Context: an optimization exercise on an open-source flow, tuned for a short achievable clock period and few clock cycles. The choices shown serve that exercise and are no tape-out recipe. The RTL was checked by simulation tests, not by an equivalence proof against the original design. Power figures rest on the tool's default switching activity, not on a simulated workload.

## flow/config.mk

```make
export PLATFORM = sky130hd
export DESIGN_NAME = cf_cpu
export DESIGN_NICKNAME = cf_cpu
export VERILOG_FILES = /design/flow/design.v
export SDC_FILE = /design/flow/constraint.sdc
export NUM_CORES = 4
export LEC_CHECK = 0
export ABC_CLOCK_PERIOD_IN_PS = 4000
export CAP_MARGIN = 20
export CELL_PAD_IN_SITES_DETAIL_PLACEMENT = 1
export CELL_PAD_IN_SITES_GLOBAL_PLACEMENT = 2
export CORE_MARGIN = 2
export CORE_UTILIZATION = 35
export PLACE_DENSITY = 0.55
export SETUP_SLACK_MARGIN = 3.0
export SLEW_MARGIN = 20
```

## flow/constraint.sdc

```tcl
create_clock -name core_clock -period 7.5 [get_ports {clk}]
set_input_delay 1.5000 -clock core_clock [delete_from_list [all_inputs] [get_ports {clk}]]
set_output_delay 1.5000 -clock core_clock [all_outputs]
set_load 0.01 [all_outputs]
```

## flow/design.v

```verilog
`timescale 1ns/1ps
`default_nettype none
module serial_divide(
	input wire clk,
	input wire rst_n,
	input wire start,
	input wire [15:0] num,
	input wire [15:0] denom,
	output wire done,
	output wire [15:0] quotient,
	output wire [15:0] remainder);
	reg [1:0]  st;
	reg [2:0]  cnt;
	reg [15:0] d;
	reg [17:0] d3;
	reg [15:0] r;
	reg [15:0] nq;			 
	localparam
		ST_IDLE = 0,
		ST_RUN  = 1,
		ST_DONE = 2;
	wire [17:0] r4 = {r, nq[15:14]};
	wire [18:0] t1 = {1'b0, r4} - {3'b0, d};
	wire [18:0] t2 = {1'b0, r4} - {2'b0, d, 1'b0};
	wire [18:0] t3 = {1'b0, r4} - {1'b0, d3};
	always @(posedge clk) begin
		if (!rst_n) begin
			st <= ST_IDLE;
		end else begin
			case (st)
				ST_IDLE: if (start) begin
					d  <= denom;
					d3 <= {2'b0, denom} + {1'b0, denom, 1'b0};
					if (denom == 16'd0) begin
						r  <= 16'd0;
						nq <= 16'd0;
						st <= ST_DONE;
					end else if (num < denom) begin
						r  <= num;
						nq <= 16'd0;
						st <= ST_DONE;
					end else if (denom[15:8] != 8'h00 || num[15:8] == 8'h00) begin
						r   <= {8'h00, num[15:8]};
						nq  <= {num[7:0], 8'h00};
						cnt <= 3'd3;
						st  <= ST_RUN;
					end else begin
						r   <= 16'd0;
						nq  <= num;
						cnt <= 3'd7;
						st  <= ST_RUN;
					end
				end
				ST_RUN: begin
					if (!t3[18]) begin
						r  <= t3[15:0];
						nq <= {nq[13:0], 2'd3};
					end else if (!t2[18]) begin
						r  <= t2[15:0];
						nq <= {nq[13:0], 2'd2};
					end else if (!t1[18]) begin
						r  <= t1[15:0];
						nq <= {nq[13:0], 2'd1};
					end else begin
						r  <= r4[15:0];
						nq <= {nq[13:0], 2'd0};
					end
					cnt <= cnt - 3'd1;
					if (cnt == 3'd0) st <= ST_DONE;
				end
				default: st <= ST_IDLE;
			endcase
		end
	end
	assign done      = (st == ST_DONE);
	assign quotient  = nq;
	assign remainder = r;
endmodule
`default_nettype none
`timescale 1ns/1ps
module cf_cpu #(
	parameter TOP_VER     = 8'h00,
    parameter BOOT_VECTOR = 16'hF000,
    parameter USE_BARREL  = 1
)(
	input wire clk,
	input wire rst_n,
	output reg [16:0] bus_address,
	output reg bus_wr_en,
	output reg bus_io_flag,
	output reg bus_burst,
	output reg [15:0] bus_data_in,
	output reg bus_enable,
	input wire bus_ready,
	input wire [15:0] bus_data_out
);
	reg [15:0] reg_ACC;
	reg [15:0] reg_INDEX;
	reg [15:0] reg_R0;
	reg [15:0] reg_R1;
	reg [15:0] reg_SP;
	reg [15:0] reg_PC;					 
	reg [4:0]  reg_flags;				 
	reg [15:0] reg_alt;
	reg [15:0] cycle_count;
	localparam
		FLAG_SLT = 0,
		FLAG_SGT = 1,
		FLAG_ULT = 2,
		FLAG_UGT = 3,
		FLAG_EQ  = 4;
	reg [7:0]  qb0, qb1, qb2, qb3, qb4, qb5, qb6, qb7;
	reg [7:0]  qv;						 
	reg [15:0] fpc;						 
	reg [7:0]  ic_d [0:31];
	reg [2:0]  ic_p [0:31];				 
	reg [10:0] ic_t [0:31];
	reg [31:0] ic_v;
	reg [7:0]  dc_d [0:15];
	reg [11:0] dc_t [0:15];
	reg [15:0] dc_v;
	reg [1:0]  btype;
	localparam
		BT_EXEC  = 0,					 
		BT_FETCH = 1,					 
		BT_DISC  = 2;					 
	reg [3:0]  xs;
	localparam
		X_DEC   = 0,					 
		X_WAITD = 1,					 
		X_WAITP = 2,					 
		X_ALU   = 3,					 
		X_MUL   = 4,
		X_DIV   = 5,
		X_RET   = 6,
		X_SWA   = 7,
		X_SWV   = 8,
		X_IO    = 9;
	reg [7:0]  xop;
	reg [15:0] opnd;
	reg [15:0] sw_tab;
	reg [15:0] sw_addr;
	reg [31:0] macc;
	reg [19:0] mpp;
	reg [15:0] mul_b;
	reg [2:0]  mul_cnt;
	reg        div_start;
	wire       div_done;
	wire [15:0] div_q;
	wire [15:0] div_r;
	serial_divide divider(
		.clk(clk), .rst_n(rst_n),
		.start(div_start), .num(reg_ACC), .denom(opnd),
		.done(div_done), .quotient(div_q), .remainder(div_r));
	wire [7:0] op = qb0;
	wire [7:0] b1 = qb1;
	wire [7:0] b2 = qb2;
	wire [2:0] mode = op[2:0];
	wire       is_alu   = (op <= 8'h97) || (op >= 8'hB8 && op <= 8'hC7);
	wire       is_store = (op >= 8'h98 && op <= 8'hB7);
	wire       wide_imm = (op <= 8'h97) && !op[3];
	function [2:0] predec(input [7:0] o);
		reg [1:0] l;
		reg nb;
		begin
			if (o <= 8'hC7) begin
				case (o[2:0])
					3'd0: l = ((o <= 8'h97) && !o[3]) ? 2'd3 : 2'd2;
					3'd1: l = 2'd3;
					3'd3, 3'd4: l = 2'd2;
					default: l = 2'd1;
				endcase
				if (o >= 8'h98 && o <= 8'hB7)
					nb = (o[7:3] == 5'b10011) ? (o[2:0] == 3'd6 || o[2:0] == 3'd7) : 1'b1;
				else
					nb = (o[2:0] != 3'd0);
			end else begin
				case (o)
					8'hD0, 8'hD1, 8'hD2, 8'hD8: l = 2'd3;
					8'hD3, 8'hD4, 8'hD5, 8'hDA, 8'hDB, 8'hEA, 8'hEB: l = 2'd2;
					default: l = 2'd1;
				endcase
				case (o)
					8'hD7, 8'hD8, 8'hD9, 8'hDC, 8'hDD, 8'hEA, 8'hEB: nb = 1'b1;
					default: nb = 1'b0;
				endcase
			end
			predec = {nb, l};
		end
	endfunction
	reg [2:0] pq0, pq1, pq2, pq3, pq4, pq5, pq6, pq7;
	wire [1:0] ilen = pq0[1:0];
	reg have;
	always @* begin
		case (ilen)
			2'd2: have = qv[1];
			2'd3: have = qv[2];
			default: have = qv[0];
		endcase
	end
	wire [15:0] imm  = wide_imm ? {b2, b1} : {8'h00, b1};
	wire [15:0] sjmp_target = reg_PC + 16'd2 + {{8{b1[7]}}, b1};
	reg [15:0] ea;
	always @* begin
		case (mode)
			3'd1: ea = {b2, b1};
			3'd2: ea = reg_INDEX;
			3'd3: ea = reg_INDEX + {8'h00, b1};
			3'd4: ea = reg_SP + {8'h00, b1};
			default: ea = reg_SP;
		endcase
	end
	wire ea_hi = !(mode == 3'd2 || mode == 3'd3 || mode == 3'd4);
	wire [15:0] dla   = (op == 8'hD9) ? reg_SP : ea;
	wire [15:0] dla1  = dla + 16'd1;
	wire [3:0]  dc_i0 = dla[3:0];
	wire [3:0]  dc_i1 = dla1[3:0];
	wire        dc_h0 = dc_v[dc_i0] && (dc_t[dc_i0] == dla[15:4]);
	wire        dc_h1 = dc_v[dc_i1] && (dc_t[dc_i1] == dla1[15:4]);
	wire [15:0] dc_w  = {dc_d[dc_i1], dc_d[dc_i0]};
	wire        op_byte = !((op <= 8'h97) && !op[3]) && mode != 3'd5;
	wire        dc_hop  = dc_h0 && (op_byte || dc_h1);		 
	wire        dc_hw   = dc_h0 && dc_h1;					 
	wire        in_alu = (xs == X_ALU);
	wire        in_wd  = (xs == X_WAITD);
	wire [7:0]  aop    = (in_alu || in_wd) ? xop : op;
	wire        rd_byte = !((xop <= 8'h97) && !xop[3]) && xop[2:0] != 3'd5;
	wire [15:0] rd_opnd = rd_byte ? {8'h00, bus_data_out[7:0]} : bus_data_out;
	wire [15:0] B      = in_alu ? opnd : in_wd ? rd_opnd : imm;
	wire [15:0] A      = reg_ACC;
	wire        a16    = (aop <= 8'h97) && !aop[3];
	reg [15:0] alu_res;
	always @* begin
		case (aop[7:4])
			4'h0: alu_res = B;
			4'h1: alu_res = A + B;
			4'h2: alu_res = A - B;
			4'h5: alu_res = A & B;
			4'h6: alu_res = A | B;
			4'h7: alu_res = A ^ B;
			4'h8: alu_res = {15'b0, A == B};
			4'hB: alu_res = A >> B[3:0];
			4'hC: alu_res = A << B[3:0];
			default: alu_res = A;
		endcase
	end
	wire [4:0] cmp_flags;
	assign cmp_flags[FLAG_EQ]  = (A == B);
	assign cmp_flags[FLAG_ULT] = (A < B);
	assign cmp_flags[FLAG_UGT] = (A > B);
	assign cmp_flags[FLAG_SLT] = a16 ? ($signed(A) < $signed(B)) : ($signed(A[7:0]) < $signed(B[7:0]));
	assign cmp_flags[FLAG_SGT] = a16 ? ($signed(A) > $signed(B)) : ($signed(A[7:0]) > $signed(B[7:0]));
	reg ftest;
	always @* begin
		case (op[2:0])
			3'd0: ftest = reg_flags[FLAG_SLT];
			3'd1: ftest = reg_flags[FLAG_SLT] | reg_flags[FLAG_EQ];
			3'd2: ftest = reg_flags[FLAG_SGT];
			3'd3: ftest = reg_flags[FLAG_SGT] | reg_flags[FLAG_EQ];
			3'd4: ftest = reg_flags[FLAG_ULT];
			3'd5: ftest = reg_flags[FLAG_ULT] | reg_flags[FLAG_EQ];
			3'd6: ftest = reg_flags[FLAG_UGT];
			default: ftest = reg_flags[FLAG_UGT] | reg_flags[FLAG_EQ];
		endcase
	end
	function [15:0] st_data(input [7:0] o, input [15:0] acc, input [15:0] idx);
		st_data = (o[7:4] == 4'hA) ? acc : idx;
	endfunction
	function st_burst(input [7:0] o);
		st_burst = (o[7:4] == 4'hB) | ~o[3];
	endfunction
	wire [31:0] mul_next = {macc[27:0], 4'b0} + {12'b0, mpp};
	wire [19:0] mul_pp   = reg_ACC * mul_b[15:12];
	wire [4:0]  ic_i0 = fpc[4:0];
	wire [4:0]  ic_i1 = fpc[4:0] + 5'd1;
	wire [15:0] fpc1  = fpc + 16'd1;
	wire        ic_h0 = ic_v[ic_i0] && (ic_t[ic_i0] == fpc[15:5]);
	wire        ic_h1 = ic_v[ic_i1] && (ic_t[ic_i1] == fpc1[15:5]);
	wire        finfl = bus_enable && (btype == BT_FETCH);
	wire bfree  = !bus_enable || bus_ready;
	wire bdone  = bus_enable && bus_ready;
	wire exec_now = have && (!pq0[2] || bfree);
	wire [2:0] pd_lo = predec(bus_data_out[7:0]);
	wire [2:0] pd_hi = predec(bus_data_out[15:8]);
	wire       fapp  = bus_enable && bus_ready && (btype == BT_FETCH);
	wire       capp2 = !finfl && ic_h0 && ic_h1 && !qv[6];
	wire       capp1 = !finfl && ic_h0 && !(ic_h1 && !qv[6]) && !qv[7];
	wire       app2  = fapp || capp2;
	wire       app1  = capp1;
	wire       app   = app2 || app1;
	wire [7:0] a_lo  = finfl ? bus_data_out[7:0]  : ic_d[ic_i0];
	wire [7:0] a_hi  = finfl ? bus_data_out[15:8] : ic_d[ic_i1];
	wire [2:0] a_plo = finfl ? pd_lo : ic_p[ic_i0];
	wire [2:0] a_phi = finfl ? pd_hi : ic_p[ic_i1];
	wire [7:0] lo_pos = ~qv & {qv[6:0], 1'b1};
	wire [7:0] hi_pos = {lo_pos[6:0], 1'b0};
	reg [1:0]  cons;
	reg        flush;
	reg        redir;
	reg [15:0] rtarget;
	reg        xreq;
	reg [16:0] r_addr;
	reg        r_wr, r_io, r_burst;
	reg [15:0] r_din;
	reg        r_wait;
	reg        fetch_ok;
	reg [7:0]  t0, t1, t2, t3, t4, t5, t6, t7, t8, t9;
	reg [2:0]  u0, u1, u2, u3, u4, u5, u6, u7, u8, u9;
	reg [7:0]  qva, qvs;
	reg [15:0] mask_d;
	always @(posedge clk) begin
		if (!rst_n) begin
			bus_enable  <= 1'b0;
			bus_wr_en   <= 1'b0;
			bus_io_flag <= 1'b0;
			reg_PC      <= BOOT_VECTOR;
			fpc         <= BOOT_VECTOR;
			qv          <= 8'h00;
			xs          <= X_DEC;
			btype       <= BT_FETCH;
			div_start   <= 1'b0;
			cycle_count <= 16'd0;
		end else begin
			cycle_count <= cycle_count + 1'b1;
			div_start   <= 1'b0;
			cons    = 2'd0;
			flush   = 1'b0;
			redir   = 1'b0;
			rtarget = 16'h0000;
			xreq    = 1'b0;
			r_addr  = 17'h0;
			r_wr    = 1'b0;
			r_io    = 1'b0;
			r_burst = 1'b1;
			r_din   = reg_ACC;
			r_wait  = 1'b1;
			case (xs)
				X_DEC: if (exec_now) begin
					if (is_alu) begin
						if (mode == 3'd0) begin
							cons = ilen;
							if (op[7:4] == 4'h3 || op[7:4] == 4'h4) begin
								opnd <= imm;
								xop  <= op;
								xs   <= X_ALU;
							end else begin
								if (op[7:4] == 4'h8) reg_flags <= cmp_flags;
								if (op[7:4] == 4'h9) reg_INDEX <= B;
								else reg_ACC <= alu_res;
							end
						end else begin
							cons   = ilen;
							xop    <= op;
							if (mode == 3'd5 || mode == 3'd6) reg_SP <= reg_SP + 16'd2;
							if (mode == 3'd6 || mode == 3'd7) begin
								xreq = 1'b1;
								if (dc_hw) begin
									r_addr = {1'b1, dc_w};
									xs <= X_WAITD;
								end else begin
									r_addr = {1'b1, reg_SP};
									xs <= X_WAITP;
								end
							end else if (dc_hop) begin
								opnd <= op_byte ? {8'h00, dc_w[7:0]} : dc_w;
								xs <= X_ALU;
							end else begin
								xreq   = 1'b1;
								r_addr = {ea_hi, ea};
								xs <= X_WAITD;
							end
						end
					end else if (is_store) begin
						if (op[7:3] == 5'b10011) begin	 
							if (mode == 3'd6 || mode == 3'd7) begin
								cons = 2'd1;
								xop  <= op;
								if (dc_hw) begin
									reg_INDEX <= dc_w;
								end else begin
									xreq   = 1'b1;
									r_addr = {1'b1, reg_SP};
									xs     <= X_WAITP;
								end
							end else begin
								cons = ilen;
								reg_INDEX <= ea;
							end
						end else begin
							cons   = ilen;
							xop    <= op;
							xreq   = 1'b1;
							if ((mode == 3'd6 || mode == 3'd7) && dc_hw) begin
								r_addr  = {1'b1, dc_w};
								r_wr    = 1'b1;
								r_din   = st_data(op, reg_ACC, reg_INDEX);
								r_burst = st_burst(op);
								r_wait  = 1'b0;
								if (mode == 3'd6) reg_SP <= reg_SP + 16'd2;
							end else if (mode == 3'd6 || mode == 3'd7) begin
								r_addr = {1'b1, reg_SP};
								if (mode == 3'd6) reg_SP <= reg_SP + 16'd2;
								xs <= X_WAITP;
							end else begin
								r_addr  = {ea_hi, ea};
								r_wr    = 1'b1;
								r_din   = st_data(op, reg_ACC, reg_INDEX);
								r_burst = st_burst(op);
								r_wait  = 1'b0;
							end
						end
					end else if (op <= 8'hCF) begin
						cons = 2'd1;
						reg_ACC <= {15'b0, ftest};
					end else begin
						case (op)
							8'hD0, 8'hD1, 8'hD2: begin
								cons = 2'd3;
								if (op == 8'hD0 || (op == 8'hD1 && reg_ACC == 16'd0) || (op == 8'hD2 && reg_ACC != 16'd0)) begin
									redir = 1'b1; rtarget = {b2, b1};
								end
							end
							8'hD3, 8'hD4, 8'hD5: begin
								cons = 2'd2;
								if (op == 8'hD3 || (op == 8'hD4 && reg_ACC == 16'd0) || (op == 8'hD5 && reg_ACC != 16'd0)) begin
									redir = 1'b1; rtarget = sjmp_target;
								end
							end
							8'hD6: begin
								cons = 2'd1;
								redir = 1'b1; rtarget = reg_ACC;
							end
							8'hD7: begin	 
								cons   = 2'd1;
								flush  = 1'b1;
								xreq   = 1'b1;
								r_addr = {1'b0, reg_INDEX};
								sw_tab <= reg_INDEX + 16'd2;
								xs     <= X_SWA;
							end
							8'hD8: begin	 
								cons    = 2'd3;
								xreq    = 1'b1;
								r_addr  = {1'b1, reg_SP - 16'd2};
								r_wr    = 1'b1;
								r_din   = reg_PC + 16'd3;
								r_wait  = 1'b0;
								reg_SP  <= reg_SP - 16'd2;
								redir   = 1'b1;
								rtarget = {b2, b1};
							end
							8'hD9: begin	 
								cons   = 2'd1;
								reg_SP <= reg_SP + 16'd2;
								if (dc_hw) begin
									redir   = 1'b1;
									rtarget = dc_w;
								end else begin
									flush  = 1'b1;
									xreq   = 1'b1;
									r_addr = {1'b1, reg_SP};
									xs     <= X_RET;
								end
							end
							8'hDA: begin cons = 2'd2; reg_SP <= reg_SP - {8'h00, b1}; end
							8'hDB: begin cons = 2'd2; reg_SP <= reg_SP + {8'h00, b1}; end
							8'hDC, 8'hDD: begin	 
								cons   = 2'd1;
								xreq   = 1'b1;
								r_addr = {1'b1, reg_SP - 16'd2};
								r_wr   = 1'b1;
								r_din  = op[0] ? reg_INDEX : reg_ACC;
								r_wait = 1'b0;
								reg_SP <= reg_SP - 16'd2;
							end
							8'hDE: begin cons = 2'd1; reg_SP <= reg_ACC; end
							8'hDF: begin cons = 2'd1; reg_ACC <= reg_SP; end
							8'hE0: begin cons = 2'd1; reg_ACC <= 16'd0; end
							8'hE1: begin cons = 2'd1; reg_ACC <= ~reg_ACC; end
							8'hE2: begin cons = 2'd1; reg_ACC <= -reg_ACC; end
							8'hE3: begin cons = 2'd1; reg_ACC <= (reg_ACC == 16'd0) ? 16'd1 : 16'd0; end
							8'hE4: begin cons = 2'd1; reg_ACC <= reg_ACC + 16'd1; end
							8'hE5: begin cons = 2'd1; reg_ACC <= reg_ACC - 16'd1; end
							8'hE6: begin cons = 2'd1; reg_INDEX <= reg_ACC; end
							8'hE7: begin cons = 2'd1; reg_ACC <= reg_INDEX; end
							8'hE8: begin cons = 2'd1; reg_INDEX <= reg_INDEX + reg_ACC; end
							8'hE9: begin cons = 2'd1; reg_ACC <= reg_alt; end
							8'hEA, 8'hEB: begin	 
								cons   = 2'd2;
								xreq   = 1'b1;
								r_addr = {9'b0, b1};
								r_io   = 1'b1;
								r_wr   = (op == 8'hEA);
								r_din  = reg_ACC;
								if (op == 8'hEB || b1[7:2] == 6'b111100) begin
									xs <= X_IO;
								end else begin
									r_wait = 1'b0;
								end
							end
							8'hED: begin cons = 2'd1; reg_ACC <= {TOP_VER, 8'h06}; end
							8'hEE: begin cons = 2'd1; reg_ACC <= cycle_count; cycle_count <= 16'd0; end
							8'hEF: begin cons = 2'd1; reg_R0 <= reg_ACC; end
							8'hF0: begin cons = 2'd1; reg_R1 <= reg_ACC; end
							8'hF1: begin cons = 2'd1; reg_ACC <= reg_R0; end
							8'hF2: begin cons = 2'd1; reg_ACC <= reg_R1; end
							8'hF3: begin cons = 2'd1; reg_ACC <= reg_R0; reg_R0 <= reg_ACC; end
							8'hF4: begin cons = 2'd1; reg_ACC <= reg_R1; reg_R1 <= reg_ACC; end
							8'hF5: begin cons = 2'd1; reg_ACC <= reg_R0 - 16'd1; reg_R0 <= reg_R0 - 16'd1; end
							8'hF6: begin cons = 2'd1; reg_ACC <= reg_R1 - 16'd1; reg_R1 <= reg_R1 - 16'd1; end
							8'hF7: begin cons = 2'd1; reg_R0 <= reg_R0 + reg_ACC; end
							8'hF8: begin cons = 2'd1; reg_R1 <= reg_R1 + reg_ACC; end
							8'hF9: begin cons = 2'd1; reg_INDEX <= reg_R0 + 16'd1; reg_R0 <= reg_R0 + 16'd1; end
							8'hFA: begin cons = 2'd1; reg_INDEX <= reg_R1 + 16'd1; reg_R1 <= reg_R1 + 16'd1; end
							default: cons = 2'd1;		 
						endcase
					end
				end
				X_WAITD: if (bdone) begin
					if (xop[7:4] == 4'h3 || xop[7:4] == 4'h4) begin
						opnd <= rd_opnd;
						xs <= X_ALU;
					end else begin
						if (xop[7:4] == 4'h8) reg_flags <= cmp_flags;
						if (xop[7:4] == 4'h9) reg_INDEX <= B;
						else reg_ACC <= alu_res;
						xs <= X_DEC;
					end
				end
				X_WAITP: if (bdone) begin
					if (xop <= 8'h97 || xop >= 8'hB8) begin		 
						xreq   = 1'b1;
						r_addr = {1'b1, bus_data_out};
						xs     <= X_WAITD;
					end else if (xop[7:3] == 5'b10011) begin	 
						reg_INDEX <= bus_data_out;
						xs <= X_DEC;
					end else begin								 
						xreq    = 1'b1;
						r_addr  = {1'b1, bus_data_out};
						r_wr    = 1'b1;
						r_din   = st_data(xop, reg_ACC, reg_INDEX);
						r_burst = st_burst(xop);
						r_wait  = 1'b0;
						xs <= X_DEC;
					end
				end
				X_ALU: begin
					if (xop[7:4] == 4'h3) begin
						macc    <= 32'd0;
						mpp     <= 20'd0;
						mul_b   <= (opnd[15:8] == 8'h00) ? {opnd[7:0], 8'h00} : opnd;
						mul_cnt <= (opnd[15:8] == 8'h00) ? 3'd2 : 3'd4;
						xs <= X_MUL;
					end else if (xop[7:4] == 4'h4) begin
						div_start <= 1'b1;
						xs <= X_DIV;
					end else begin
						if (xop[7:4] == 4'h8) reg_flags <= cmp_flags;
						if (xop[7:4] == 4'h9) reg_INDEX <= B;
						else reg_ACC <= alu_res;
						xs <= X_DEC;
					end
				end
				X_MUL: begin
					mpp     <= mul_pp;
					macc    <= mul_next;
					mul_b   <= {mul_b[11:0], 4'b0};
					mul_cnt <= mul_cnt - 3'd1;
					if (mul_cnt == 3'd0) begin
						{reg_alt, reg_ACC} <= mul_next;
						xs <= X_DEC;
					end
				end
				X_DIV: if (div_done) begin
					reg_ACC <= div_q;
					reg_alt <= div_r;
					xs <= X_DEC;
				end
				X_RET: if (bdone) begin
					redir   = 1'b1;
					rtarget = bus_data_out;
					xs <= X_DEC;
				end
				X_SWA: if (bdone) begin
					sw_addr <= bus_data_out;
					xreq    = 1'b1;
					r_addr  = {1'b0, sw_tab};
					sw_tab  <= sw_tab + 16'd2;
					xs <= X_SWV;
				end
				X_SWV: if (bdone) begin
					if (sw_addr == 16'd0) begin
						redir = 1'b1; rtarget = bus_data_out;
						xs <= X_DEC;
					end else if (bus_data_out == reg_ACC) begin
						redir = 1'b1; rtarget = sw_addr;
						xs <= X_DEC;
					end else begin
						xreq   = 1'b1;
						r_addr = {1'b0, sw_tab};
						sw_tab <= sw_tab + 16'd2;
						xs <= X_SWA;
					end
				end
				X_IO: if (bdone) begin
					reg_ACC <= bus_data_out;
					xs <= X_DEC;
				end
				default: xs <= X_DEC;
			endcase
			if (redir) flush = 1'b1;
			cons = (xs == X_DEC && exec_now) ? ilen : 2'd0;
			if (xs == X_DEC && exec_now && (op == 8'hD7 || op == 8'hD9)) flush = 1'b1;
			t0 = (app && lo_pos[0]) ? a_lo : qb0;
			t1 = (app && lo_pos[1]) ? a_lo : (app && hi_pos[1]) ? a_hi : qb1;
			t2 = (app && lo_pos[2]) ? a_lo : (app && hi_pos[2]) ? a_hi : qb2;
			t3 = (app && lo_pos[3]) ? a_lo : (app && hi_pos[3]) ? a_hi : qb3;
			t4 = (app && lo_pos[4]) ? a_lo : (app && hi_pos[4]) ? a_hi : qb4;
			t5 = (app && lo_pos[5]) ? a_lo : (app && hi_pos[5]) ? a_hi : qb5;
			t6 = (app && lo_pos[6]) ? a_lo : (app && hi_pos[6]) ? a_hi : qb6;
			t7 = (app && lo_pos[7]) ? a_lo : (app && hi_pos[7]) ? a_hi : qb7;
			t8 = 8'h00; t9 = 8'h00;
			u0 = (app && lo_pos[0]) ? a_plo : pq0;
			u1 = (app && lo_pos[1]) ? a_plo : (app && hi_pos[1]) ? a_phi : pq1;
			u2 = (app && lo_pos[2]) ? a_plo : (app && hi_pos[2]) ? a_phi : pq2;
			u3 = (app && lo_pos[3]) ? a_plo : (app && hi_pos[3]) ? a_phi : pq3;
			u4 = (app && lo_pos[4]) ? a_plo : (app && hi_pos[4]) ? a_phi : pq4;
			u5 = (app && lo_pos[5]) ? a_plo : (app && hi_pos[5]) ? a_phi : pq5;
			u6 = (app && lo_pos[6]) ? a_plo : (app && hi_pos[6]) ? a_phi : pq6;
			u7 = (app && lo_pos[7]) ? a_plo : (app && hi_pos[7]) ? a_phi : pq7;
			u8 = 3'd1; u9 = 3'd1;
			qva = app2 ? {qv[5:0], 2'b11} : app1 ? {qv[6:0], 1'b1} : qv;
			case (cons)
				2'd1: begin
					qb0 <= t1; qb1 <= t2; qb2 <= t3; qb3 <= t4; qb4 <= t5; qb5 <= t6; qb6 <= t7; qb7 <= t8;
					pq0 <= u1; pq1 <= u2; pq2 <= u3; pq3 <= u4; pq4 <= u5; pq5 <= u6; pq6 <= u7; pq7 <= u8;
					qvs = {1'b0, qva[7:1]};
				end
				2'd2: begin
					qb0 <= t2; qb1 <= t3; qb2 <= t4; qb3 <= t5; qb4 <= t6; qb5 <= t7; qb6 <= t8; qb7 <= t9;
					pq0 <= u2; pq1 <= u3; pq2 <= u4; pq3 <= u5; pq4 <= u6; pq5 <= u7; pq6 <= u8; pq7 <= u9;
					qvs = {2'b0, qva[7:2]};
				end
				2'd3: begin
					qb0 <= t3; qb1 <= t4; qb2 <= t5; qb3 <= t6; qb4 <= t7; qb5 <= t8; qb6 <= t9; qb7 <= t9;
					pq0 <= u3; pq1 <= u4; pq2 <= u5; pq3 <= u6; pq4 <= u7; pq5 <= u8; pq6 <= u9; pq7 <= u9;
					qvs = {3'b0, qva[7:3]};
				end
				default: begin
					qb0 <= t0; qb1 <= t1; qb2 <= t2; qb3 <= t3; qb4 <= t4; qb5 <= t5; qb6 <= t6; qb7 <= t7;
					pq0 <= u0; pq1 <= u1; pq2 <= u2; pq3 <= u3; pq4 <= u4; pq5 <= u5; pq6 <= u6; pq7 <= u7;
					qvs = qva;
				end
			endcase
			qv <= flush ? 8'h00 : qvs;
			reg_PC <= redir ? rtarget : reg_PC + {14'b0, cons};
			fetch_ok = (fapp ? !qv[4] : !qv[6]) && !ic_h0 && xs != X_RET && xs != X_SWA && xs != X_SWV;
			if (redir) fpc <= rtarget;
			else if (app && !finfl) fpc <= fpc + (app2 ? 16'd2 : 16'd1);
			if (xreq) begin
				bus_enable  <= 1'b1;
				bus_address <= r_addr;
				bus_wr_en   <= r_wr;
				bus_io_flag <= r_io;
				bus_burst   <= r_burst;
				bus_data_in <= r_din;
				btype       <= BT_EXEC;
			end else if (bfree && !redir && fetch_ok) begin
				bus_enable  <= 1'b1;
				bus_address <= {1'b0, fpc};
				bus_wr_en   <= 1'b0;
				bus_io_flag <= 1'b0;
				bus_burst   <= 1'b1;
				btype       <= BT_FETCH;
				fpc         <= fpc + 16'd2;
			end else begin
				if (bfree) begin
					bus_enable  <= 1'b0;
					bus_wr_en   <= 1'b0;
					bus_io_flag <= 1'b0;
				end else if (redir && btype == BT_FETCH) begin
					btype <= BT_DISC;
				end
			end
		end
	end
	always @(posedge clk) begin
		if (!rst_n) begin
			ic_v <= 32'd0;
		end else if (bus_enable && bus_ready && btype != BT_EXEC) begin
			ic_d[bus_address[4:0]]        <= bus_data_out[7:0];
			ic_p[bus_address[4:0]]        <= pd_lo;
			ic_t[bus_address[4:0]]        <= bus_address[15:5];
			ic_v[bus_address[4:0]]        <= 1'b1;
			ic_d[bus_address[4:0] + 5'd1] <= bus_data_out[15:8];
			ic_p[bus_address[4:0] + 5'd1] <= pd_hi;
			ic_t[bus_address[4:0] + 5'd1] <= bus_addr1[15:5];
			ic_v[bus_address[4:0] + 5'd1] <= 1'b1;
		end
	end
	wire [15:0] bus_addr1 = bus_address[15:0] + 16'd1;
	wire dc_fill = bus_enable && bus_ready && (btype == BT_EXEC) && !bus_wr_en && !bus_io_flag;
	wire dc_wr   = bus_enable && bus_wr_en && !bus_io_flag;
	always @(posedge clk) begin
		if (!rst_n) begin
			dc_v <= 16'd0;
		end else if (dc_fill) begin
			dc_d[bus_address[3:0]] <= bus_data_out[7:0];
			dc_t[bus_address[3:0]] <= bus_address[15:4];
			dc_v[bus_address[3:0]] <= 1'b1;
			if (bus_burst) begin
				dc_d[bus_addr1[3:0]] <= bus_data_out[15:8];
				dc_t[bus_addr1[3:0]] <= bus_addr1[15:4];
				dc_v[bus_addr1[3:0]] <= 1'b1;
			end
		end else if (dc_wr) begin
			if (bus_address[15:0] < 16'hF000) begin
				dc_d[bus_address[3:0]] <= bus_data_in[7:0];
				dc_t[bus_address[3:0]] <= bus_address[15:4];
				dc_v[bus_address[3:0]] <= 1'b1;
			end
			if (bus_burst && bus_addr1 < 16'hF000) begin
				dc_d[bus_addr1[3:0]] <= bus_data_in[15:8];
				dc_t[bus_addr1[3:0]] <= bus_addr1[15:4];
				dc_v[bus_addr1[3:0]] <= 1'b1;
			end
		end
	end
endmodule
```

## flow/run.sh

```bash
#!/bin/bash
# synth_recipe.tcl (not shown) runs the flow's synth.tcl, then flattens the netlist and writes it again
# the make line also repeats each setting of config.mk as NAME=value (left out here)
make -C /OpenROAD-flow-scripts/flow DESIGN_CONFIG=/design/flow/config.mk WORK_HOME=/design/flow/orfs CLKGATE_MAP_FILE= SYNTH_SCRIPT=/design/flow/synth_recipe.tcl finish
```

==> results of run 1 <==
[cell families (layout without fill, tap and decap cells)]
group | Yosys count | in the layout | synth area share (%)
fa+ha+maj | 369 | 369 | 4.46
compound gates | 2488 | 2489 | 15.1
other cells | 0 | 19 | 0
buf+inv | 1632 | 1884 | 5.78
xor+xnor | 550 | 550 | 4.37
flops | 1554 | 1554 | 41.0
mux | 1282 | 1282 | 17.1
simple gates | 3029 | 3030 | 12.2
[placed cells by master (no fill, tap or decap), drive strengths merged, types with 78 or more instances in the layout]
master | synthesis | final
and2 | 89 | 89
dfxtp | 116 | 116
o21ai | 572 | 572
clkbuf | 1089 | 252
ha | 323 | 323
nor2 | 888 | 888
a31oi | 78 | 78
a21oi | 554 | 554
xor2 | 228 | 228
nand2 | 1172 | 1172
clkinv | 12 | 100
o211ai | 80 | 80
a222oi | 97 | 97
buf | 222 | 1141
edfxtp | 1438 | 1438
inv | 309 | 314
mux2 | 255 | 255
o22ai | 122 | 122
a21o | 80 | 80
mux4 | 463 | 463
nand3 | 267 | 267
o21bai | 97 | 97
xnor2 | 322 | 322
mux2i | 564 | 564
a22oi | 89 | 89
a211oi | 99 | 99
a221oi | 112 | 112
nor3 | 168 | 168
[how the worst min path moves through the flow]
stage	from	endpoint	slack (ns)	depth (start not counted)
detailed placement	ic_v[19]	ic_v[19]	0.47	2
global placement	ic_v[19]	ic_v[19]	0.46	2
global route	ic_v[2]	ic_v[2]	0.51	2
finish	ic_v[19]	ic_v[19]	0.48	2
CTS	ic_v[19]	ic_v[19]	0.48	2
floorplan	qb0[6]	xop[6]	0.43	0
[synthesized netlist by cell type, types with 41 or more instances]
master / instances / area [um2]
a31oi_1: 78 / 488
o211ai_1: 80 / 601
a211oi_1: 98 / 736
nand2b_1: 42 / 263
a21o_1: 79 / 593
nand2_1: 1169 / 4390
or3_1: 42 / 263
a21oi_1: 550 / 2750
fa_1: 45 / 901
a22oi_1: 88 / 661
a222oi_1: 97 / 971
and2_1: 89 / 557
nor4_1: 43 / 269
buf_1: 101 / 379
a221o_1: 64 / 641
nand3_1: 267 / 1340
inv_1: 305 / 1140
o21ai_0: 543 / 2720
nand4_1: 58 / 363
mux2_2: 253 / 2850
dfxtp_1: 116 / 2320
ha_1: 323 / 4040
xor2_1: 228 / 2000
a221oi_1: 110 / 963
and3_1: 76 / 475
mux4_2: 459 / 10300
xnor2_1: 319 / 2790
o31ai_1: 41 / 308
o22ai_1: 122 / 763
nor2b_1: 69 / 432
nor3_1: 167 / 836
clkbuf_1: 1089 / 4090
nor2_1: 888 / 3330
o221ai_1: 55 / 482
mux2i_1: 564 / 5650
o21bai_1: 97 / 728
edfxtp_1: 1438 / 43200
buf_2: 93 / 465
[what timing repair did]
item                                     CTS  global route
endpoints found under the setup margin  1242           904
buffers inserted                         311           169
pin swaps                                272           243
hold buffers                               0             0
resized for setup                        855           395
cloned                                    41            15
[sequential cells by signal (all words and copies together) (netlist names), 17 cells and up]
register,flops
dc_d,128
macc,28
ic_t,352
ic_v,32
dc_t,192
ic_d,256
divider.d3,17
mpp,20
ic_p,96
bus_address,17
[power groups by stage]
stage | clock network (uW) | registers [uW] | logic (uW)
2_1_floorplan | 0 | 11600 | 19400
3_3_place_gp | 0 | 11900 | 32300
3_5_place_dp | 0 | 12000 | 32500
4_1_cts | 9710 | 11700 | 38300
5_1_grt | 10000 | 11700 | 43300
6_report | 9570 | 11700 | 41700
[cell type report]
cell class,instances,area [um2]
Clock buffer,243,5160
Timing Repair Buffer,1204,12500
Clock inverter,115,1070
Inverter,321,1230
Sequential cell,1554,45500
Tap cell,4160,5200
Timing Repair inverter,1,5.00
Fill cell,33700,180000
Antenna cell,19,47.5
Multi-Input combinational cell,7720,64100
[through the flow]
stage / power [uW] / hold WS [ns] / instance area [um2] / std cells
global placement: 44300 / 0.459 / 117000 / 14400
global route: 65000 / 0.507 / 135000 / 15300
finish: 63000 / 0.481 / 135000 / 15300
floorplan: 31000 / 0.428 / 111000 / 10900
detailed placement: 44500 / 0.465 / 117000 / 14400
CTS: 59700 / 0.478 / 131000 / 15100
[per-layer routing]
layer  up-vias  GRT usage (%)  wire length, um
li1      40800              -                -
met3       971           4.40            37300
met5         -              0               49
met2      4038           56.0           269000
met4         8           16.9            31900
met1     51300           47.1           247000
[worst reg2reg max path, delay by kind of cell (launching register included)]
kind                       cells  cell delay, ns
and+or+nand+nor                2            0.31
muxes                          4            1.01
xor gates and xnor gates       1            0.28
buffers and inverters          6            0.71
AOI/OAI and AO/OA              8            1.69
adders and majority gates      3            1.08
DFF                            1            0.53
==> flow_summary.ini, run 1 <==
[outcome]
status = finished clean

[critical_path]
cp.depth = 24
crit_type = reg -> reg
crit_slowest_cell = edfxtp_1
crit_family = compound AO/OA/AOI/OAI gates
critPathCaptureType = flip-flop
critPathCapture = bus_address[5]
critPathMaxStageDelay_ns = 0.53
cp-startpoint = qb1[0]
required_ns = 8.07
cp.arrival_ns = 6.50
critical_path.max_fanout = 6
reg2regPathDepth = 24
crit_chain = ha_2 -> inv_2 -> fa_1 -> o22a_1 -> o21ai_4 -> o21ai_4 -> inv_2 -> ha_4 -> buf_12 -> buf_6 -> mux4_2 -> mux2i_4 -> mux2i_1 -> xnor2_1 -> o21ai_1 -> a2111oi_4 -> o211ai_1 -> nand4b_4 -> buf_12 -> buf_12 -> nand2_8 -> mux2i_2 -> a221o_1 -> a31oi_2
crit_path_start_kind = flip-flop
timing.rr.start = qb1[0]
crit_buf_inv = 6
critical_path.most_common_cell = buf_12
r2r_slack_ns = 1.57
reg2reg_to = bus_address[5]

[timing]
finalHoldViolCount = 0
fmax_mhz = 169
tns_ns = 0
fin_crit_ns = 5.93
tightestPinTransition_ns = 1.32
relSlewSlack_pct = 10.9
setup_viol = 0
finalClockSkew_ns = 0.104
setup_ws_ns = 1.57
slew_viol_final = 0
rsz0062_at_grt = yes
final.period_utilization_pct = 79.1

[drt]
routedWlPerCell_um = 38.1
detail-route-antenna-nets = 0
wirelength_mm = 585
drc_errors = 0
dr_total_vias = 97200
dr.pass1.iters = 7
vias_per_cell = 6.34
drt_iter0_drc = 10900

[finish]
fin_util_pct = 42.8
drive_gt1_share_pct = 26.3
area_delta_synth_final_pct = 21.4
nNetsFinal = 11400

[synth]
synth-seq-cells = 1554
ys_seq_area_share_pct = 41.0
ys.flop_type = edfxtp_1
syn_avg_cell_area_um2 = 10.2
synth_edf_count = 1438
synthCells = 10900
synth_cell_types = 123
synthArstFlopShare_pct = 0
synth_fp_nets = 11300
yosys_warnings = 2
syn_area_um2 = 111000

[power]
pwr-share-seq_pct = 18.6
power.leakage_uw = 0.0476
comb_power_share_pct = 66.2
clockPowerShare_pct = 15.2
p_int_uw = 32300
powerDensity_nw_per_um2 = 467
p_switching_uw = 30700
max-vdd-ir-drop_v = 0.000481
p_sw_share_pct = 48.7

[floorplan]
core.rowCount = 206
core_um2 = 315000
dieArea_um2 = 322000
start_util_pct = 35.2
ios = 56
die_w_um = 567
dieHeight_um = 567

[clock_tree]
cts_buffers = 198
clock_path_buffers = 4
htree_levels = 4
clk_latency_ns = 0.94
cts_root_buf = clkbuf_16
clock-sinks = 1554
cts_tree = built
path_clk_slew_ns = 0.06

[global_route]
grt_usage_pct = 35.1
antenna_found_initial = 35
grt_max_degree = 109
gr-total-overflow = 0
grt_pass1_wl_mm = 800
grt_pass1_vias = 97400

[placement]
hpwl_mm = 411
numPortBuffers = 55
place_ws_ns = 0.284
gp_congestion = 0.967

[flow_run]
maxCapViolCount = 0

[worst_hold_path]
hp-class = reg -> reg
Testbench counts, summed over its fixed seeds: cycles 158,327.
==> run 2: changes to the inputs <==
--- a/flow/design.v
+++ b/flow/design.v
@@ -112,10 +112,10 @@
 	reg [7:0]  qb0, qb1, qb2, qb3, qb4, qb5, qb6, qb7;
 	reg [7:0]  qv;						 
 	reg [15:0] fpc;						 
-	reg [7:0]  ic_d [0:31];
-	reg [2:0]  ic_p [0:31];				 
-	reg [10:0] ic_t [0:31];
-	reg [31:0] ic_v;
+	reg [7:0]  ic_d [0:15];
+	reg [2:0]  ic_p [0:15];				 
+	reg [11:0] ic_tag0, ic_tag1;
+	reg [15:0] ic_v;
 	reg [7:0]  dc_d [0:15];
 	reg [11:0] dc_t [0:15];
 	reg [15:0] dc_v;
@@ -124,18 +124,31 @@
 		BT_EXEC  = 0,					 
 		BT_FETCH = 1,					 
 		BT_DISC  = 2;					 
-	reg [3:0]  xs;
+	reg [10:0] xs;
 	localparam
-		X_DEC   = 0,					 
-		X_WAITD = 1,					 
-		X_WAITP = 2,					 
-		X_ALU   = 3,					 
-		X_MUL   = 4,
-		X_DIV   = 5,
-		X_RET   = 6,
-		X_SWA   = 7,
-		X_SWV   = 8,
-		X_IO    = 9;
+		S_DEC = 0,
+		S_WAITD = 1,
+		S_WAITP = 2,
+		S_ALU = 3,
+		S_MUL = 4,
+		S_DIV = 5,
+		S_RET = 6,
+		S_SWA = 7,
+		S_SWV = 8,
+		S_IO = 9,
+		S_RETH = 10;
+	localparam [10:0]
+		X_DEC = 11'd1 << S_DEC,
+		X_WAITD = 11'd1 << S_WAITD,
+		X_WAITP = 11'd1 << S_WAITP,
+		X_ALU = 11'd1 << S_ALU,
+		X_MUL = 11'd1 << S_MUL,
+		X_DIV = 11'd1 << S_DIV,
+		X_RET = 11'd1 << S_RET,
+		X_SWA = 11'd1 << S_SWA,
+		X_SWV = 11'd1 << S_SWV,
+		X_IO = 11'd1 << S_IO,
+		X_RETH = 11'd1 << S_RETH;
 	reg [7:0]  xop;
 	reg [15:0] opnd;
 	reg [15:0] sw_tab;
@@ -199,7 +212,13 @@
 		endcase
 	end
 	wire [15:0] imm  = wide_imm ? {b2, b1} : {8'h00, b1};
-	wire [15:0] sjmp_target = reg_PC + 16'd2 + {{8{b1[7]}}, b1};
+	wire [15:0] pc_p1 = reg_PC + 16'd1;
+	wire [15:0] pc_p2 = reg_PC + 16'd2;
+	wire [15:0] pc_p3 = reg_PC + 16'd3;
+	wire [15:0] fpc_p1 = fpc + 16'd1;
+	wire [15:0] fpc_p2 = fpc + 16'd2;
+	reg  [15:0] pc_next;
+	wire [15:0] sjmp_target = pc_p2 + {{8{b1[7]}}, b1};
 	reg [15:0] ea;
 	always @* begin
 		case (mode)
@@ -211,18 +230,32 @@
 		endcase
 	end
 	wire ea_hi = !(mode == 3'd2 || mode == 3'd3 || mode == 3'd4);
-	wire [15:0] dla   = (op == 8'hD9) ? reg_SP : ea;
-	wire [15:0] dla1  = dla + 16'd1;
-	wire [3:0]  dc_i0 = dla[3:0];
-	wire [3:0]  dc_i1 = dla1[3:0];
-	wire        dc_h0 = dc_v[dc_i0] && (dc_t[dc_i0] == dla[15:4]);
-	wire        dc_h1 = dc_v[dc_i1] && (dc_t[dc_i1] == dla1[15:4]);
-	wire [15:0] dc_w  = {dc_d[dc_i1], dc_d[dc_i0]};
+	wire [15:0] dl_sp = reg_SP;
+	wire [15:0] dl_ix = reg_INDEX;
+	wire [15:0] dl_ab = {b2, b1};
+	wire [15:0] dl_sp1 = dl_sp + 16'd1;
+	wire [15:0] dl_ix1 = dl_ix + 16'd1;
+	wire [15:0] dl_ab1 = dl_ab + 16'd1;
+	wire dh0_sp = dc_v[dl_sp[3:0]]  && (dc_t[dl_sp[3:0]]  == dl_sp[15:4]);
+	wire dh1_sp = dc_v[dl_sp1[3:0]] && (dc_t[dl_sp1[3:0]] == dl_sp1[15:4]);
+	wire dh0_ix = dc_v[dl_ix[3:0]]  && (dc_t[dl_ix[3:0]]  == dl_ix[15:4]);
+	wire dh1_ix = dc_v[dl_ix1[3:0]] && (dc_t[dl_ix1[3:0]] == dl_ix1[15:4]);
+	wire dh0_ab = dc_v[dl_ab[3:0]]  && (dc_t[dl_ab[3:0]]  == dl_ab[15:4]);
+	wire dh1_ab = dc_v[dl_ab1[3:0]] && (dc_t[dl_ab1[3:0]] == dl_ab1[15:4]);
+	wire [15:0] dw_sp = {dc_d[dl_sp1[3:0]], dc_d[dl_sp[3:0]]};
+	wire [15:0] dw_ix = {dc_d[dl_ix1[3:0]], dc_d[dl_ix[3:0]]};
+	wire [15:0] dw_ab = {dc_d[dl_ab1[3:0]], dc_d[dl_ab[3:0]]};
+	wire dl_use_ab = (op != 8'hD9) && (mode == 3'd1);
+	wire dl_use_ix = (op != 8'hD9) && (mode == 3'd2);
+	wire dl_ok = 1'b0;
+	wire        dc_h0 = dl_ok && (dl_use_ab ? dh0_ab : dl_use_ix ? dh0_ix : dh0_sp);
+	wire        dc_h1 = dl_use_ab ? dh1_ab : dl_use_ix ? dh1_ix : dh1_sp;
+	wire [15:0] dc_w  = dl_use_ab ? dw_ab : dl_use_ix ? dw_ix : dw_sp;
 	wire        op_byte = !((op <= 8'h97) && !op[3]) && mode != 3'd5;
 	wire        dc_hop  = dc_h0 && (op_byte || dc_h1);		 
 	wire        dc_hw   = dc_h0 && dc_h1;					 
-	wire        in_alu = (xs == X_ALU);
-	wire        in_wd  = (xs == X_WAITD);
+	wire        in_alu = (xs[S_ALU]);
+	wire        in_wd  = (xs[S_WAITD]);
 	wire [7:0]  aop    = (in_alu || in_wd) ? xop : op;
 	wire        rd_byte = !((xop <= 8'h97) && !xop[3]) && xop[2:0] != 3'd5;
 	wire [15:0] rd_opnd = rd_byte ? {8'h00, bus_data_out[7:0]} : bus_data_out;
@@ -271,12 +304,13 @@
 	endfunction
 	wire [31:0] mul_next = {macc[27:0], 4'b0} + {12'b0, mpp};
 	wire [19:0] mul_pp   = reg_ACC * mul_b[15:12];
-	wire [4:0]  ic_i0 = fpc[4:0];
-	wire [4:0]  ic_i1 = fpc[4:0] + 5'd1;
-	wire [15:0] fpc1  = fpc + 16'd1;
-	wire        ic_h0 = ic_v[ic_i0] && (ic_t[ic_i0] == fpc[15:5]);
-	wire        ic_h1 = ic_v[ic_i1] && (ic_t[ic_i1] == fpc1[15:5]);
-	wire        finfl = bus_enable && (btype == BT_FETCH);
+	wire [3:0]  ic_i0 = fpc[3:0];
+	wire [3:0]  ic_i1 = fpc[3:0] + 4'd1;
+	wire        ic_tm0 = (ic_tag0 == fpc[15:4]);
+	wire        ic_tm1 = (ic_tag1 == fpc[15:4]);
+	wire        ic_h0 = ic_v[ic_i0] && (fpc[3] ? ic_tm1 : ic_tm0);
+	wire        ic_h1 = (fpc[3:0] != 4'd15) && ic_v[ic_i1] && (ic_i1[3] ? ic_tm1 : ic_tm0);
+	wire        finfl = bus_enable && (btype != BT_EXEC);	 
 	wire bfree  = !bus_enable || bus_ready;
 	wire bdone  = bus_enable && bus_ready;
 	wire exec_now = have && (!pq0[2] || bfree);
@@ -334,8 +368,8 @@
 			r_burst = 1'b1;
 			r_din   = reg_ACC;
 			r_wait  = 1'b1;
-			case (xs)
-				X_DEC: if (exec_now) begin
+			case (1'b1)
+				xs[S_DEC]: if (exec_now) begin
 					if (is_alu) begin
 						if (mode == 3'd0) begin
 							cons = ilen;
@@ -443,7 +477,7 @@
 								xreq    = 1'b1;
 								r_addr  = {1'b1, reg_SP - 16'd2};
 								r_wr    = 1'b1;
-								r_din   = reg_PC + 16'd3;
+								r_din   = pc_p3;
 								r_wait  = 1'b0;
 								reg_SP  <= reg_SP - 16'd2;
 								redir   = 1'b1;
@@ -452,9 +486,10 @@
 							8'hD9: begin	 
 								cons   = 2'd1;
 								reg_SP <= reg_SP + 16'd2;
+								flush  = 1'b1;
 								if (dc_hw) begin
-									redir   = 1'b1;
-									rtarget = dc_w;
+									opnd <= dc_w;		 
+									xs   <= X_RETH;
 								end else begin
 									flush  = 1'b1;
 									xreq   = 1'b1;
@@ -516,7 +551,7 @@
 						endcase
 					end
 				end
-				X_WAITD: if (bdone) begin
+				xs[S_WAITD]: if (bdone) begin
 					if (xop[7:4] == 4'h3 || xop[7:4] == 4'h4) begin
 						opnd <= rd_opnd;
 						xs <= X_ALU;
@@ -527,7 +562,7 @@
 						xs <= X_DEC;
 					end
 				end
-				X_WAITP: if (bdone) begin
+				xs[S_WAITP]: if (bdone) begin
 					if (xop <= 8'h97 || xop >= 8'hB8) begin		 
 						xreq   = 1'b1;
 						r_addr = {1'b1, bus_data_out};
@@ -545,7 +580,7 @@
 						xs <= X_DEC;
 					end
 				end
-				X_ALU: begin
+				xs[S_ALU]: begin
 					if (xop[7:4] == 4'h3) begin
 						macc    <= 32'd0;
 						mpp     <= 20'd0;
@@ -562,7 +597,7 @@
 						xs <= X_DEC;
 					end
 				end
-				X_MUL: begin
+				xs[S_MUL]: begin
 					mpp     <= mul_pp;
 					macc    <= mul_next;
 					mul_b   <= {mul_b[11:0], 4'b0};
@@ -572,24 +607,29 @@
 						xs <= X_DEC;
 					end
 				end
-				X_DIV: if (div_done) begin
+				xs[S_DIV]: if (div_done) begin
 					reg_ACC <= div_q;
 					reg_alt <= div_r;
 					xs <= X_DEC;
 				end
-				X_RET: if (bdone) begin
+				xs[S_RET]: if (bdone) begin
 					redir   = 1'b1;
 					rtarget = bus_data_out;
 					xs <= X_DEC;
 				end
-				X_SWA: if (bdone) begin
+				xs[S_RETH]: begin
+					redir   = 1'b1;
+					rtarget = opnd;
+					xs <= X_DEC;
+				end
+				xs[S_SWA]: if (bdone) begin
 					sw_addr <= bus_data_out;
 					xreq    = 1'b1;
 					r_addr  = {1'b0, sw_tab};
 					sw_tab  <= sw_tab + 16'd2;
 					xs <= X_SWV;
 				end
-				X_SWV: if (bdone) begin
+				xs[S_SWV]: if (bdone) begin
 					if (sw_addr == 16'd0) begin
 						redir = 1'b1; rtarget = bus_data_out;
 						xs <= X_DEC;
@@ -603,15 +643,15 @@
 						xs <= X_SWA;
 					end
 				end
-				X_IO: if (bdone) begin
+				xs[S_IO]: if (bdone) begin
 					reg_ACC <= bus_data_out;
 					xs <= X_DEC;
 				end
 				default: xs <= X_DEC;
 			endcase
 			if (redir) flush = 1'b1;
-			cons = (xs == X_DEC && exec_now) ? ilen : 2'd0;
-			if (xs == X_DEC && exec_now && (op == 8'hD7 || op == 8'hD9)) flush = 1'b1;
+			cons = (xs[S_DEC] && exec_now) ? ilen : 2'd0;
+			if (xs[S_DEC] && exec_now && (op == 8'hD7 || op == 8'hD9)) flush = 1'b1;
 			t0 = (app && lo_pos[0]) ? a_lo : qb0;
 			t1 = (app && lo_pos[1]) ? a_lo : (app && hi_pos[1]) ? a_hi : qb1;
 			t2 = (app && lo_pos[2]) ? a_lo : (app && hi_pos[2]) ? a_hi : qb2;
@@ -654,10 +694,16 @@
 				end
 			endcase
 			qv <= flush ? 8'h00 : qvs;
-			reg_PC <= redir ? rtarget : reg_PC + {14'b0, cons};
-			fetch_ok = (fapp ? !qv[4] : !qv[6]) && !ic_h0 && xs != X_RET && xs != X_SWA && xs != X_SWV;
+			case (cons)
+				2'd1: pc_next = pc_p1;
+				2'd2: pc_next = pc_p2;
+				2'd3: pc_next = pc_p3;
+				default: pc_next = reg_PC;
+			endcase
+			reg_PC <= redir ? rtarget : pc_next;
+			fetch_ok = (fapp ? !qv[4] : !qv[6]) && !ic_h0 && !xs[S_RET] && !xs[S_RETH] && !xs[S_SWA] && !xs[S_SWV];
 			if (redir) fpc <= rtarget;
-			else if (app && !finfl) fpc <= fpc + (app2 ? 16'd2 : 16'd1);
+			else if (app && !finfl) fpc <= app2 ? fpc_p2 : fpc_p1;
 			if (xreq) begin
 				bus_enable  <= 1'b1;
 				bus_address <= r_addr;
@@ -673,7 +719,7 @@
 				bus_io_flag <= 1'b0;
 				bus_burst   <= 1'b1;
 				btype       <= BT_FETCH;
-				fpc         <= fpc + 16'd2;
+				fpc         <= fpc_p2;
 			end else begin
 				if (bfree) begin
 					bus_enable  <= 1'b0;
@@ -685,22 +731,36 @@
 			end
 		end
 	end
+	wire [15:0] fa0 = bus_address[15:0];
+	wire [15:0] bus_addr1 = bus_address[15:0] + 16'd1;
+	reg  [15:0] icv_n;
 	always @(posedge clk) begin
 		if (!rst_n) begin
-			ic_v <= 32'd0;
-		end else if (bus_enable && bus_ready && btype != BT_EXEC) begin
-			ic_d[bus_address[4:0]]        <= bus_data_out[7:0];
-			ic_p[bus_address[4:0]]        <= pd_lo;
-			ic_t[bus_address[4:0]]        <= bus_address[15:5];
-			ic_v[bus_address[4:0]]        <= 1'b1;
-			ic_d[bus_address[4:0] + 5'd1] <= bus_data_out[15:8];
-			ic_p[bus_address[4:0] + 5'd1] <= pd_hi;
-			ic_t[bus_address[4:0] + 5'd1] <= bus_addr1[15:5];
-			ic_v[bus_address[4:0] + 5'd1] <= 1'b1;
+			ic_v <= 16'd0;
+		end else if (finfl) begin
+			ic_d[fa0[3:0]]       <= bus_data_out[7:0];
+			ic_p[fa0[3:0]]       <= pd_lo;
+			ic_d[bus_addr1[3:0]] <= bus_data_out[15:8];
+			ic_p[bus_addr1[3:0]] <= pd_hi;
+			icv_n = ic_v;
+			if (!fa0[3] || !bus_addr1[3]) begin
+				if (ic_tag0 != (!fa0[3] ? fa0[15:4] : bus_addr1[15:4])) begin
+					ic_tag0 <= !fa0[3] ? fa0[15:4] : bus_addr1[15:4];
+					icv_n[7:0] = 8'd0;
+				end
+			end
+			if (fa0[3] || bus_addr1[3]) begin
+				if (ic_tag1 != (fa0[3] ? fa0[15:4] : bus_addr1[15:4])) begin
+					ic_tag1 <= fa0[3] ? fa0[15:4] : bus_addr1[15:4];
+					icv_n[15:8] = 8'd0;
+				end
+			end
+			icv_n[fa0[3:0]]       = 1'b1;
+			icv_n[bus_addr1[3:0]] = 1'b1;
+			ic_v <= icv_n;
 		end
 	end
-	wire [15:0] bus_addr1 = bus_address[15:0] + 16'd1;
-	wire dc_fill = bus_enable && bus_ready && (btype == BT_EXEC) && !bus_wr_en && !bus_io_flag;
+	wire dc_fill = bus_enable && (btype == BT_EXEC) && !bus_wr_en && !bus_io_flag;
 	wire dc_wr   = bus_enable && bus_wr_en && !bus_io_flag;
 	always @(posedge clk) begin
 		if (!rst_n) begin
@@ -708,11 +768,11 @@
 		end else if (dc_fill) begin
 			dc_d[bus_address[3:0]] <= bus_data_out[7:0];
 			dc_t[bus_address[3:0]] <= bus_address[15:4];
-			dc_v[bus_address[3:0]] <= 1'b1;
+			dc_v[bus_address[3:0]] <= bus_ready;
 			if (bus_burst) begin
 				dc_d[bus_addr1[3:0]] <= bus_data_out[15:8];
 				dc_t[bus_addr1[3:0]] <= bus_addr1[15:4];
-				dc_v[bus_addr1[3:0]] <= 1'b1;
+				dc_v[bus_addr1[3:0]] <= bus_ready;
 			end
 		end else if (dc_wr) begin
 			if (bus_address[15:0] < 16'hF000) begin
--- a/flow/config.mk
+++ b/flow/config.mk
@@ -5,7 +5,7 @@
 export SDC_FILE = /design/flow/constraint.sdc
 export NUM_CORES = 4
 export LEC_CHECK = 0
-export ABC_CLOCK_PERIOD_IN_PS = 4000
+export ABC_CLOCK_PERIOD_IN_PS = 3000
 export CAP_MARGIN = 20
 export CELL_PAD_IN_SITES_DETAIL_PLACEMENT = 1
 export CELL_PAD_IN_SITES_GLOBAL_PLACEMENT = 2
==> run 2 against run 1 <==
Effect of this change: clock skew is 0.036 ns lower; clock power shrank 45%; largest cell class unchanged; critical path depth shrank 14; via count decreased by 36%; fmax grew 30%.
==> flow_summary.ini, run 2 <==
[placement]
gp_congestion = 0.951
postPlaceCellArea_um2 = 67200
hpwl_mm = 251
numPortBuffers = 55

[synth]
synthTopCellsByArea = edfxtp_1, ha_1, a21oi_1, nor2_1, nand2_1
syn_area_um2 = 63500
yosysMostFrequentCell = nor2_1
synth_edf_count = 614
synth_fp_nets = 7553
yosys-top-cells-count = nor2_1, edfxtp_1, nand2_1
yosysTopAreaCell = edfxtp_1
syn_avg_cell_area_um2 = 8.85
ys_seq_area_share_pct = 31.9
synthCells = 7180
ys.flop_type = edfxtp_1
yosys_warnings = 2
synthArstFlopShare_pct = 0
synth-seq-cells = 704
synth_top_area_share_pct = 29.0
synth_cell_types = 117

[power]
max-vdd-ir-drop_v = 0.000233
power.leakage_uw = 0.0258
powerDensity_nw_per_um2 = 411

[floorplan]
core_um2 = 181000
start_util_pct = 35.2
die_w_um = 430
ios = 56
dieHeight_um = 430
dieArea_um2 = 185000
core.rowCount = 156

[finish]
fin_util_pct = 39.9
drive_gt1_share_pct = 14.5
regArea_um2 = 20300
fillers = 20700
mostFrequentLayoutCells = nor2_1, edfxtp_1, nand2_1
nNetsFinal = 7484
multi_input_area_um2 = 40900
final_common_cell = nor2_1
largest_reg_flops = 128
area_delta_synth_final_pct = 13.5
final_area_um2 = 72100

[clock_tree]
cts_buffers = 96
clock-sinks = 704
clk_latency_ns = 0.80
cts_root_buf = clkbuf_16
cts_tree = built
clock_path_buffers = 3
htree_levels = 3
path_clk_slew_ns = 0.06
cts_hold_buf = 0

[worst_hold_path]
hp-start = cycle_count[0]
hp-class = reg -> reg

[critical_path]
cp.arrival_ns = 5.24
required_ns = 8.16
timing.rr.start = reg_ACC[8]
critPathMaxStageDelay_ns = 0.76
crit_family = compound AO/OA/AOI/OAI gates
crit_chain = or4_1 -> nor2_1 -> buf_4 -> nand2_1 -> a311o_1 -> a22oi_1 -> o22ai_1 -> a21oi_1 -> nand2_1 -> a221o_1
critical_path.max_fanout = 16
crit_type = reg -> reg
crit_slowest_cell = or4_1
crit_buf_inv = 1
critPathCaptureType = flip-flop
cp-startpoint = reg_ACC[8]
crit_path_start_kind = flip-flop
critical_path.most_common_cell = nand2_1

[global_route]
antenna_found_initial = 14
grt_max_degree = 75
grt_pass1_vias = 61900
gr-total-overflow = 0
grt_usage_pct = 36.4
grt_pass1_wl_mm = 486

[drt]
detail-route-antenna-nets = 0
drt_iter0_drc = 6713
dr.pass1.iters = 8
routedWlPerCell_um = 36.3
wirelength_mm = 347
vias_per_cell = 6.54
drc_errors = 0
dr_total_vias = 62600

[timing]
hold_ws_ns = 0.512
fmax_mhz = 218
relSlewSlack_pct = 15.8
fin_crit_ns = 4.58
final.period_utilization_pct = 61.1
setup_viol = 0
tns_ns = 0
tightestPinTransition_ns = 1.25
finalHoldViolCount = 0
slew_viol_final = 0
rsz0062_at_grt = yes
finalClockSkew_ns = 0.0683

[flow_run]
maxCapViolCount = 0

[outcome]
status = finished clean
## run 2: cell count changes after synthesis, moves of 103 or more
cell	before	now
edfxtp_1	1438	614
clkbuf_1	1089	451
nand2_1	1169	610
mux4_2	459	97
mux2i_1	564	219
nor2_1	888	670
xnor2_1	319	210
mux2_2	253	146
nand3_1	267	164
## run 2: cells by family (layout without fill, tap and decap cells)
kind of cell    Yosys count  after routing  share of synthesized area, %
compound gates         2231           2231                          23.8
simple gates           2201           2201                          16.4
buf+inv                 825            840                          5.26
flops                   704            704                          31.9
mux                     466            466                          9.64
xor+xnor                398            398                          5.59
fa+ha+maj               355            355                          7.50
other cells               0              6                             0
## run 2: layer usage
metal	share of wire (%)	track usage [%]	vias to the layer above
li1	-	-	27000
met1	41	47.8	32100
met2	45	57.6	2730
met3	7.1	5.41	721
met4	6.2	19.4	4
met5	0.0078	0	-
## run 2: path summary, 6_finish.rpt
kind	slack (ns)	end	depth (start not counted)
worst max-delay path	2.92	fpc[12]	10
worst min-delay path	0.51	cycle_count[0]	1
worst max register to register	2.92	fpc[12]	10
worst min register to register	0.51	cycle_count[0]	1
## run 2: layout make-up
class	instances	share of cell area, %
Clock buffer	112	3.49
Clock inverter	70	1.40
Sequential cell	704	28.1
Tap cell	2370	4.11
Antenna cell	6	0.0208
Multi-Input combinational cell	5651	56.7
Timing Repair Buffer	416	4.86
Timing Repair inverter	1	0.00694
Inverter	241	1.29
## run 2: repair_timing
action                                 4_1_cts  5_1_grt
setup buffers                               39       28
endpoints found under the hold margin        0        0
pin swaps                                    6       15
setup endpoints to repair                  198      133
cloned                                       2        2
gates resized for setup                     78       89
## run 2: where the power goes
part | switching [uW] | total [uW] | internal (uW)
combinational | 12400 | 18300 | 5930
clock | 2170 | 5220 | 3060
sequential | 769 | 6100 | 5330
## run 2: per-stage QoR
step                      cells  worst slack (ns)  total power [uW]
after floorplan            7180              2.89             16300
after global placement     9307              1.69             23300
after detailed placement   9309              1.61             23400
after CTS                  9532              2.84             28900
after global routing       9566              2.94             30800
final                      9571              2.92             29600
Testbench counts of run 2, summed over its fixed seeds: cycles 171,253.

==> port drivers added, routing unchanged <==
The results above use ideal ports. As a check the final layouts listed here were re-extracted and re-timed, cells and wires unchanged.
Step 1 (the two cells are an assumption about what drives the block):
set clk [get_ports {clk}]
set_driving_cell -lib_cell sky130_fd_sc_hd__clkbuf_16 $clk
set_driving_cell -lib_cell sky130_fd_sc_hd__buf_2 [delete_from_list [all_inputs] $clk]
Step 2 adds t to the input delays and takes it off the output delays; t is the mean of the earliest and latest rising clock arrival at the registers after step 1. Input paths then give back, and output paths get back, about the clock's delay inside the block.
a / b / c = ideal ports / drivers / drivers and shift; a / b = the first two.
run | shift t [ns] | slack for setup (ns) | worst hold slack (ns) | slew at the worst register clock pin (ns) | pins driven straight from the clock port
run 1 | 0.995 | 1.567 / 1.567 / 1.038 | 0.481 / 0.481 / 0.481 | 0.07 / 0.07 | 1
run 2 | 0.855 | 2.920 / 2.920 / 2.177 | 0.512 / 0.512 / 0.512 | 0.07 / 0.07 | 1
After both steps setup and hold are still met in every run listed. The setup slack of run 2, which loses most, moves by 0.000 ns with the drivers and by -0.743 ns with both steps.
